This design comes from an exercise in tuning for small area on the open sky130 flow, not from production work.
Only simulation tests tie the RTL to the original design; equivalence was not proved.
No activity file was given, so power comes from the tool's default toggle rates.

===== design/flow/config.mk =====
export PLATFORM = sky130hd
export DESIGN_NAME = alog_top
export DESIGN_NICKNAME = alog_top
export VERILOG_FILES = /design/flow/design.v
export SDC_FILE = /design/flow/constraint.sdc
export NUM_CORES = 4
export LEC_CHECK = 0
export CAP_MARGIN = 20
export CORE_MARGIN = 2
export CORE_UTILIZATION = 25
export PLACE_DENSITY = 0.35
export SLEW_MARGIN = 20

===== design/flow/constraint.sdc =====
create_clock -name core_clock -period 12.0 [get_ports {clk}]
set_input_delay 2.4000 -clock core_clock [delete_from_list [all_inputs] [get_ports {clk}]]
set_output_delay 2.4000 -clock core_clock [all_outputs]
set_load 0.01 [all_outputs]

===== design/flow/design.v =====
`timescale 1ns/1ps
module divdiv (dividend, divisor, div_state, clk, rstn, enable, result);
input  [31:0] dividend;
input  [31:0] divisor;
input  clk;
input  rstn;
input  enable;
output reg div_state;
output reg [13:0] result;
reg [31:0] temp;
reg [13:0] counter;
reg [13:0] result_pre;
wire [32:0] diff = {1'b0, temp} - {1'b0, divisor};
wire lt = diff[32];
wire gt = ~lt & (|diff[31:0]);
always @(posedge clk or negedge rstn)
    if (!rstn)
        temp <= 32'd0;
    else if (!enable)
        temp <= dividend;
    else if (gt)
        temp <= diff[31:0];
always @(posedge clk or negedge rstn)
    if (!rstn)
        counter <= 14'd0;
    else if (!enable)
        counter <= 14'd0;
    else if (gt)
        counter <= counter + 14'd1;
always @(posedge clk or negedge rstn)
    if (!rstn)
        result_pre <= 14'd0;
    else if (enable)
        result_pre <= counter;
always @(posedge clk or negedge rstn)
    if (!rstn)
        div_state <= 1'b0;
    else
        div_state <= lt;
always @(posedge clk or negedge rstn)
    if (!rstn)
        result <= 14'd0;
    else if (div_state)
        result <= result_pre;
endmodule
`timescale 1ns/1ps
module adaptive_filter (clk, rstn, x, flag_n, wv, mac_first, mac_ring, capture, flag_16, flag_17,
                        e_load, upd_w0, upd_ring, reff_31, w0, d);
input clk, rstn;
input [13:0] x;           
input flag_n, wv;
input mac_first, mac_ring, capture, flag_16, flag_17;
input e_load, upd_w0, upd_ring;
input [13:0] reff_31;
output reg [31:0] w0;
output [13:0] d;
reg [13:0] e;
reg [31:0] d_sum, n, sq;
wire [31:0] w_tap;
wire [31:0] w_ring = wv ? w_tap : 32'd0;
wire sq_mode  = flag_16 | flag_17;
wire upd_mode = upd_w0 | upd_ring;
wire [31:0] a = mac_first ? w0 :
                upd_mode  ? {18'd0, e} :
                sq_mode   ? {18'd0, x} : w_ring;
wire [36:0] p = a * x;
wire [31:0] w_new = (upd_w0 ? w0 : w_ring) + {7'd0, p[24:0]};
ram_weight ram_weight_1 (.clk(clk), .wr_en(upd_ring), .wr_data(w_new), .tap(w_tap));
always @(posedge clk or negedge rstn)
    if (rstn == 0)
        w0 <= 32'd0;
    else if (upd_w0)
        w0 <= w_new;
always @(posedge clk or negedge rstn)
    if (rstn == 0)
        d_sum <= 32'd0;
    else if (flag_n & (mac_first | mac_ring))
        d_sum <= (mac_first ? 32'd0 : d_sum) + p[36:5];
always @(posedge clk or negedge rstn)
    if (rstn == 0)
        sq <= 32'd0;
    else if (flag_16)
        sq <= sq + {4'd0, p[27:0]};
    else if (flag_17)
        sq <= sq - {4'd0, p[27:0]};
always @(posedge clk or negedge rstn)
    if (rstn == 0)
        n <= 32'd0;
    else if (capture & flag_n)
        n <= sq;
wire div_state;
divdiv divdiv_1 (.dividend(d_sum), .divisor(n), .div_state(div_state), .clk(clk), .rstn(rstn),
                 .enable(~flag_16 & flag_n), .result(d));
always @(posedge clk or negedge rstn)
    if (rstn == 0)
        e <= 14'd0;
    else if (div_state & e_load)
        e <= d[13] ? reff_31 + d : reff_31 - d;
endmodule
`timescale 1ns/1ps
module ram_weight (clk, wr_en, wr_data, tap);
input clk, wr_en;
input [31:0] wr_data;
output [31:0] tap;
reg [31*32-1:0] ring;
assign tap = ring[31:0];
always @(posedge clk)
    ring <= {wr_en ? wr_data : ring[31:0], ring[31*32-1:32]};
endmodule
`timescale 1ns/1ps
module ram_data (clk, rstn, shift, in, j, sel, q_sel, q_tap);
input clk, rstn, shift;
input [13:0] in;
input [5:0] j;
input [5:0] sel;
output [13:0] q_sel;
output [13:0] q_tap;
reg [13:0] in_q;
always @(posedge clk or negedge rstn)
    if (rstn == 0)
        in_q <= 14'd0;
    else if (shift)
        in_q <= in;
reg [33*14-1:0] ring;
assign q_tap = ring[13:0];
always @(posedge clk)
    ring <= {(j == 6'd0) ? in_q : ring[13:0], ring[33*14-1:14]};
assign q_sel = ring[sel*14 +: 14];
endmodule
`timescale 1ns/1ps
module alog_top (rstn, clk, buffer_2, buffer_3, reff, head_flag, dout, weight_2_in_0);
input rstn, clk, head_flag;
input [13:0] buffer_2, buffer_3, reff;
output [31:0] weight_2_in_0;
output reg [13:0] dout;
wire [13:0] d_2, d_3;
reg [11:0] counter, counter_pre;
reg [5:0] curr_state, next_state;
reg stop_state, stb_state, adap_filter_state, weight_cal_state, shift_data_state;
always @(posedge clk or negedge rstn)
    if (rstn == 0)
        {stb_state, shift_data_state, weight_cal_state, adap_filter_state, stop_state} <= 5'd0;
    else
        {stb_state, shift_data_state, weight_cal_state, adap_filter_state, stop_state} <= curr_state[4:0];
always @(posedge clk or negedge rstn)
    if (rstn == 0)
        counter_pre <= 12'd0;
    else if (counter_pre == 12'd2128)
        counter_pre <= 12'd0;
    else if (stop_state | stb_state)
        counter_pre <= 12'd0;
    else
        counter_pre <= counter_pre + 12'd1;
always @(posedge clk or negedge rstn)
    if (rstn == 0)
        counter <= 12'd0;
    else
        counter <= counter_pre;
always @(posedge clk or negedge rstn)
    if (rstn == 0)
        curr_state <= 6'd1;
    else
        curr_state <= next_state;
always @(*)
    case (curr_state)
    6'd1    : next_state = head_flag ? 6'd2 : 6'd1;
    6'd2    : next_state = (counter == 12'd2078) ? 6'd4 : 6'd2;
    6'd4    : next_state = (counter == 12'd2113) ? 6'd8 : 6'd4;
    6'd8    : next_state = (counter == 12'd2114) ? 6'd16 : 6'd8;
    6'd16   : next_state = (~head_flag) ? 6'd1 : 6'd16;
    default : next_state = 6'd1;
    endcase
always @(posedge clk or negedge rstn)
    if (rstn == 0)
        dout <= 14'd0;
    else
        dout <= d_2 + d_3;
reg [5:0] fcnt;
reg af_dly, flag_16, flag_17;
always @(posedge clk or negedge rstn)
    if (rstn == 0)
        fcnt <= 6'd0;
    else if (adap_filter_state == 1'b0)
        fcnt <= 6'd0;
    else if (fcnt != 6'd34)
        fcnt <= fcnt + 6'd1;
always @(posedge clk or negedge rstn)
    if (rstn == 0) begin
        af_dly <= 1'b0;
        flag_16 <= 1'b0;
        flag_17 <= 1'b0;
    end else begin
        af_dly <= adap_filter_state;
        flag_16 <= (fcnt == 6'd33);
        flag_17 <= flag_16;
    end
wire mac_first = adap_filter_state & (fcnt == 6'd1);                      
wire mac_ring  = adap_filter_state & (fcnt >= 6'd2) & (fcnt <= 6'd32);   
wire capture   = (fcnt == 6'd33);
wire e_load    = af_dly & (fcnt == 6'd34);
wire upd_w0    = (counter == 12'd2082);
wire upd_ring  = (counter >= 12'd2083) & (counter <= 12'd2113);
wire upd_last  = (counter == 12'd2113);
wire shift     = shift_data_state;
reg [4:0] k;
always @(posedge clk or negedge rstn)
    if (rstn == 0)
        k <= 5'd1;
    else
        k <= (k == 5'd31) ? 5'd1 : k + 5'd1;
reg [5:0] j;
wire [5:0] j1 = (j == 6'd32) ? 6'd0 : j + 6'd1;
always @(posedge clk or negedge rstn)
    if (rstn == 0)
        j <= 6'd0;
    else if (shift)
        j <= (j1 == 6'd32) ? 6'd0 : j1 + 6'd1;
    else
        j <= j1;
reg [5:0] v;
always @(posedge clk or negedge rstn)
    if (rstn == 0)
        v <= 6'd0;
    else if (shift && v != 6'd33)
        v <= v + 6'd1;
reg [5:0] lbl;
always @(*)
    if (mac_first | upd_w0)
        lbl = 6'd1;
    else if (flag_16)
        lbl = 6'd0;
    else if (flag_17)
        lbl = 6'd32;
    else if (shift)
        lbl = 6'd31;
    else
        lbl = {1'b0, k} + 6'd1;
wire [6:0] ldiff = {1'b0, lbl} - {1'b0, j};
wire [5:0] sel = ldiff[6] ? ldiff[5:0] + 6'd33 : ldiff[5:0];
wire lvalid = (v > lbl);
wire [13:0] x2_sel, x3_sel, r_tap;
ram_data ram_data_2 (.clk(clk), .rstn(rstn), .shift(shift), .in(buffer_2), .j(j), .sel(sel), .q_sel(x2_sel), .q_tap());
ram_data ram_data_3 (.clk(clk), .rstn(rstn), .shift(shift), .in(buffer_3), .j(j), .sel(sel), .q_sel(x3_sel), .q_tap());
ram_data ram_data_r (.clk(clk), .rstn(rstn), .shift(shift), .in(reff), .j(j), .sel(6'd0), .q_sel(), .q_tap(r_tap));
reg [13:0] reff_31;
always @(posedge clk or negedge rstn)
    if (rstn == 0)
        reff_31 <= 14'd0;
    else if (j == 6'd31)
        reff_31 <= (v >= 6'd32) ? r_tap : 14'd0;
reg flag_n2, flag_n3;
always @(posedge clk or negedge rstn)
    if (rstn == 0) begin
        flag_n2 <= 1'b0;
        flag_n3 <= 1'b0;
    end else if (shift) begin
        flag_n2 <= lvalid & (|x2_sel);
        flag_n3 <= lvalid & (|x3_sel);
    end
reg wv;
always @(posedge clk or negedge rstn)
    if (rstn == 0)
        wv <= 1'b0;
    else if (upd_last)
        wv <= 1'b1;
adaptive_filter adaptive_filter_2 (.clk(clk), .rstn(rstn), .x(lvalid ? x2_sel : 14'd0), .flag_n(flag_n2),
    .wv(wv), .mac_first(mac_first), .mac_ring(mac_ring), .capture(capture), .flag_16(flag_16), .flag_17(flag_17),
    .e_load(e_load), .upd_w0(upd_w0), .upd_ring(upd_ring), .reff_31(reff_31), .w0(weight_2_in_0), .d(d_2));
adaptive_filter adaptive_filter_3 (.clk(clk), .rstn(rstn), .x(lvalid ? x3_sel : 14'd0), .flag_n(flag_n3),
    .wv(wv), .mac_first(mac_first), .mac_ring(mac_ring), .capture(capture), .flag_16(flag_16), .flag_17(flag_17),
    .e_load(e_load), .upd_w0(upd_w0), .upd_ring(upd_ring), .reff_31(reff_31), .w0(), .d(d_3));
endmodule

===== design/flow/run.sh =====
#!/bin/bash
# synth_recipe.tcl (not shown) runs the flow's synth.tcl, then flattens the netlist and writes it again
# the make line also repeats each setting of config.mk as NAME=value (left out here)
make -C /OpenROAD-flow-scripts/flow DESIGN_CONFIG=/design/flow/config.mk WORK_HOME=/design/flow/orfs CLKGATE_MAP_FILE= SYNTH_SCRIPT=/design/flow/synth_recipe.tcl finish

==> run notes <==
==> cells by family after synthesis <==
family                     Yosys count  share of synthesized area
AOI/OAI and AO/OA                 1944                    0.08951
xor gates and xnor gates           470                    0.02947
adders and majority gates         1114                     0.1326
buffers and inverters             1359                    0.03785
DFF                               3936                     0.5736
muxes                              305                    0.02537
and+or+nand+nor                   3530                     0.1116
==> final cells by class <==
type / instances / area (um2)
well taps: 7533 / 9425
flip-flops and latches: 3936 / 81640
clock buffers: 606 / 12460
multi-input cells: 7364 / 59620
diodes: 15 / 37.54
repair buffers: 1841 / 15850
fillers: 57767 / 383600
clock inverters: 173 / 2200
inverters: 843 / 3174
==> registers in the layout, indices dropped and copies added (netlist names), 32 cells and up <==
signal                               cells
adaptive_filter_2.sq                    32
adaptive_filter_2.ram_weight_1.ring    992
adaptive_filter_3.d_sum                 32
ram_data_r.ring                        462
adaptive_filter_2.n                     32
adaptive_filter_2.w0                    32
adaptive_filter_3.n                     32
adaptive_filter_3.sq                    32
adaptive_filter_3.w0                    32
adaptive_filter_3.divdiv_1.temp         32
ram_data_2.ring                        462
adaptive_filter_3.ram_weight_1.ring    992
adaptive_filter_2.divdiv_1.temp         32
ram_data_3.ring                        462
adaptive_filter_2.d_sum                 32
==> worst paths after layout <==
path                       slack (ns)                                  endpoint                                startpoint
max reg2reg                     -1.58                  adaptive_filter_3.sq[31]                                counter[9]
max                             -1.58                  adaptive_filter_3.sq[31]                                counter[9]
min reg2reg                      0.28  adaptive_filter_2.ram_weight_1.ring[369]  adaptive_filter_2.ram_weight_1.ring[401]
max in group asynchronous        8.39      adaptive_filter_2.divdiv_1.result[7]                                      rstn
min in group asynchronous        1.46                  adaptive_filter_2.w0[30]                                      rstn
min                              0.28  adaptive_filter_2.ram_weight_1.ring[369]  adaptive_filter_2.ram_weight_1.ring[401]
==> Yosys cell counts, drive strengths merged, types with 14 or more instances <==
cell    count  area, um2
dfxtp    3370      67460
nand2    1613       6078
inv       843       3164
nor2      709       2671
fa        658      13170
dfrtp     564      14110
ha        456       5705
a21oi     452       2270
o21ai     429       2155
clkbuf    327       1229
nand3     296       1481
xnor2     274       2400
mux2      206       2320
xor2      191       1680
buf       189      993.5
nor3      183      927.1
nand2b    154      963.4
and2      150      943.4
o22ai     134      838.3
a21o      110      825.8
and3       84      526.8
a31oi      83      519.3
a22oi      82      625.6
a311oi     77      693.2
mux2i      75      750.7
o21a       75      563.0
nor2b      71      444.2
a211oi     67      520.5
nor4       59      390.4
o21bai     58      435.4
or3        58      362.9
nand4      57      356.6
o211ai     48      360.4
a22o       38      332.8
o31ai      36      270.3
or2        35      219.0
o22a       28      245.2
o221ai     26      227.7
mux4       24      540.5
or4        21      161.4
o311ai     18      165.2
a21boi     16      120.1
a221oi     15      148.9
o41ai      15      131.4
a211o      14      122.6
==> metrics by stage <==
stage / std cells / hold WS (ns)
2_1_floorplan: 12658 / 0.3096
3_3_place_gp: 21284 / 0.3095
3_5_place_dp: 21284 / 0.3121
4_1_cts: 22199 / 0.2789
5_1_grt: 22299 / 0.2891
6_report: 22311 / 0.2769
==> power groups by stage <==
| stage | sequential [mW] | clock, mW | combinational (mW) |
|---|---|---|---|
| finish | 13.1 | 13.4 | 3.63 |
| global placement | 13.4 | 0 | 3.12 |
| global route | 13.1 | 14.4 | 3.85 |
| floorplan | 13.4 | 0 | 1.32 |
| detailed placement | 13.4 | 0 | 3.11 |
| CTS | 13.1 | 13.9 | 3.43 |
==> repair_timing <==
item	CTS	global route
endpoints found under the setup margin	189	180
buffers inserted	139	95
pin swaps	176	232
hold buffers	0	0
gates cloned	4	10
gates resized for setup	455	362
==> metal layers <==
layer / part of all wire / wire, um
met2: 0.46 / 205000
met4: 0.026 / 11690
met5: 0 / 0
met1: 0.47 / 211200
met3: 0.039 / 17450
==> run notes <==
initial core utilization 0.2505; register share of total power 0.436; global-route wire length before repair roughly 660 mm; global routing usage summed across all routing layers 0.1526; setup repair after global routing missed its margin yes; worst vdd ir approximately 130 uV; share of the yosys chip area belonging to registers 0.5736; number of flops mapped to enable cells by yosys 0; floorplan die width roughly 760 um; final design area excluding fillers ~180000 um2; internal power of the cells 22.54 mW; final core utilization 0.3246; Data required, critical path between 10 and 15 ns; share of synthesized registers carrying an async set or reset 0.1438; crit start category flip-flop; clock tree from TritonCTS done; number of nets in the synthesized netlist around 14k; final-report setup violation count roughly 140; routed wirelength normalized by instance count 19.96 um; final-report hold violation count 0; share of the clock period used by the worst path 1.131; number of buffers created by CTS between 400 and 500; number of distinct library cells after synthesis roughly 110; maximum fanout along the worst path 4; area growth from synthesis to final layout 29.57%; total net switching power about 7.6 mW; Combinational Power Share 0.120; number of maximum-capacitance constraint violations 0; Crit path top cell by count sky130_fd_sc_hd__fa_1; core outline area between 500000 and 600000 um2; netlist area before placement between 100000 and 150000 um2; die extent in y around 760 um; global route overflow 0; post-route antenna net violation count 0; final total negative setup slack -105.43 ns; CTS clk-pin slew, worst paths about 0.06 ns; P_leak 79.32 nW; violation count after the first detailed-routing iteration approximately 5.2k; Critical Path Slowest Stage Cell sky130_fd_sc_hd__or4_4; met1 GRT Util 0.2115; commonest non-fill, non-tap cells in the layout 3370 x sky130_fd_sc_hd__dfxtp_1, 1575 x sky130_fd_sc_hd__nand2_1, 1551 x sky130_fd_sc_hd__buf_4; met2 track demand over resource in global routing 0.2501; worst setup timing slack at the placement stage -2.712 ns; total power of the final layout between 30 and 40 mW; die area between 500000 and 600000 um2; I/O pins 91; total placed instance area 163700 um2; PD cells about 160 nW/um2; share of layout cells above drive strength 1 0.2324; synthesized instance count about 13k; H-Tree Level Count 5; root buffer cell sky130_fd_sc_hd__clkbuf_16; Layout Check Fails negative setup slack; number of antenna violations at the first check in global routing 37; source-to-sink clock delay at the later pin of the worst-skew pair between 1 and 1.5 ns; RD Place Congestion slightly above 0.8; number of storage elements in the synthesis netlist between 3k and 4k; vias per cell roughly 4.2; Max-slew headroom 0.2345; Port-buffer cells 90; ys flop type sky130_fd_sc_hd__dfxtp_1; actual transition at the worst max-transition pin 1.148 ns; Layout Skew 0.1123 ns; gate family responsible for the most delay along the worst path adder cells; largest net degree at the start of global routing between 100 and 150; final critical-path required period ~14 ns; crit path setup slack, layout -1.578 ns; highest attainable clock frequency approximately 74 MHz; detailed-route via count about 94k; maximum buffer depth of the clock tree 4; number of warnings reported in the yosys synthesis log 5; sum of buffers and inverters on the critical path 16; half-perimeter wire length after placement around 330 mm; GRT busiest layer met2; worst min-delay path category reg2reg; clock share of power 0.443; met3 GRT Util 0.02020; DR DRC count 0; Worst Reg2Reg Path Length in Cells 67; clock tree sinks roughly 4k; Critical Path End Type flip-flop; outcome finished with violations; total detailed-routing wirelength ~450 mm; most common cell after layout, fill and taps aside sky130_fd_sc_hd__dfxtp_1; detailed-routing iteration count for the pre-antenna-repair pass 5; final count of pins violating max slew 0; via count of the first global-routing pass 97.41k; number of stages on the worst hold path 0; Critical Setup Path Class reg2reg; number of placement rows around 280; CP Data Arrival Time between 10 and 15 ns; Post-Syn Area per Cell roughly 11 um2; layout net count 15.56k; number of logic stages on the critical path including buffering 67; switching share of power 0.2518; delay contributed by the slowest stage of the critical path ~0.57 ns

==> afterwards: timing with drivers on the ports <==
The flow's constraints put no driver on any port. The routed layout listed below was extracted and timed again, unchanged, in two steps.
Step 1 sets driving cells, clkbuf_16 on the clock port and buf_2 on the other inputs (assumed; they add their load-dependent delay and slew).
Step 2 adds t to the input delays and takes it off the output delays; t is the mean of the earliest and latest rising clock arrival at the registers after step 1. Input paths then give back, and output paths get back, about the clock's delay inside the block.
Slacks: ideal ports / drivers / drivers and shift; pairs: ideal ports / drivers.
t (ns): 1.118
setup WS [ns]: -1.578 / -1.578 / -1.578
hold slack, ns: 0.277 / 0.277 / 0.277
cell pins on the clock port's net: 1
The setup slack of this run moves by 0.000 ns with the drivers and by 0.000 ns with both steps.
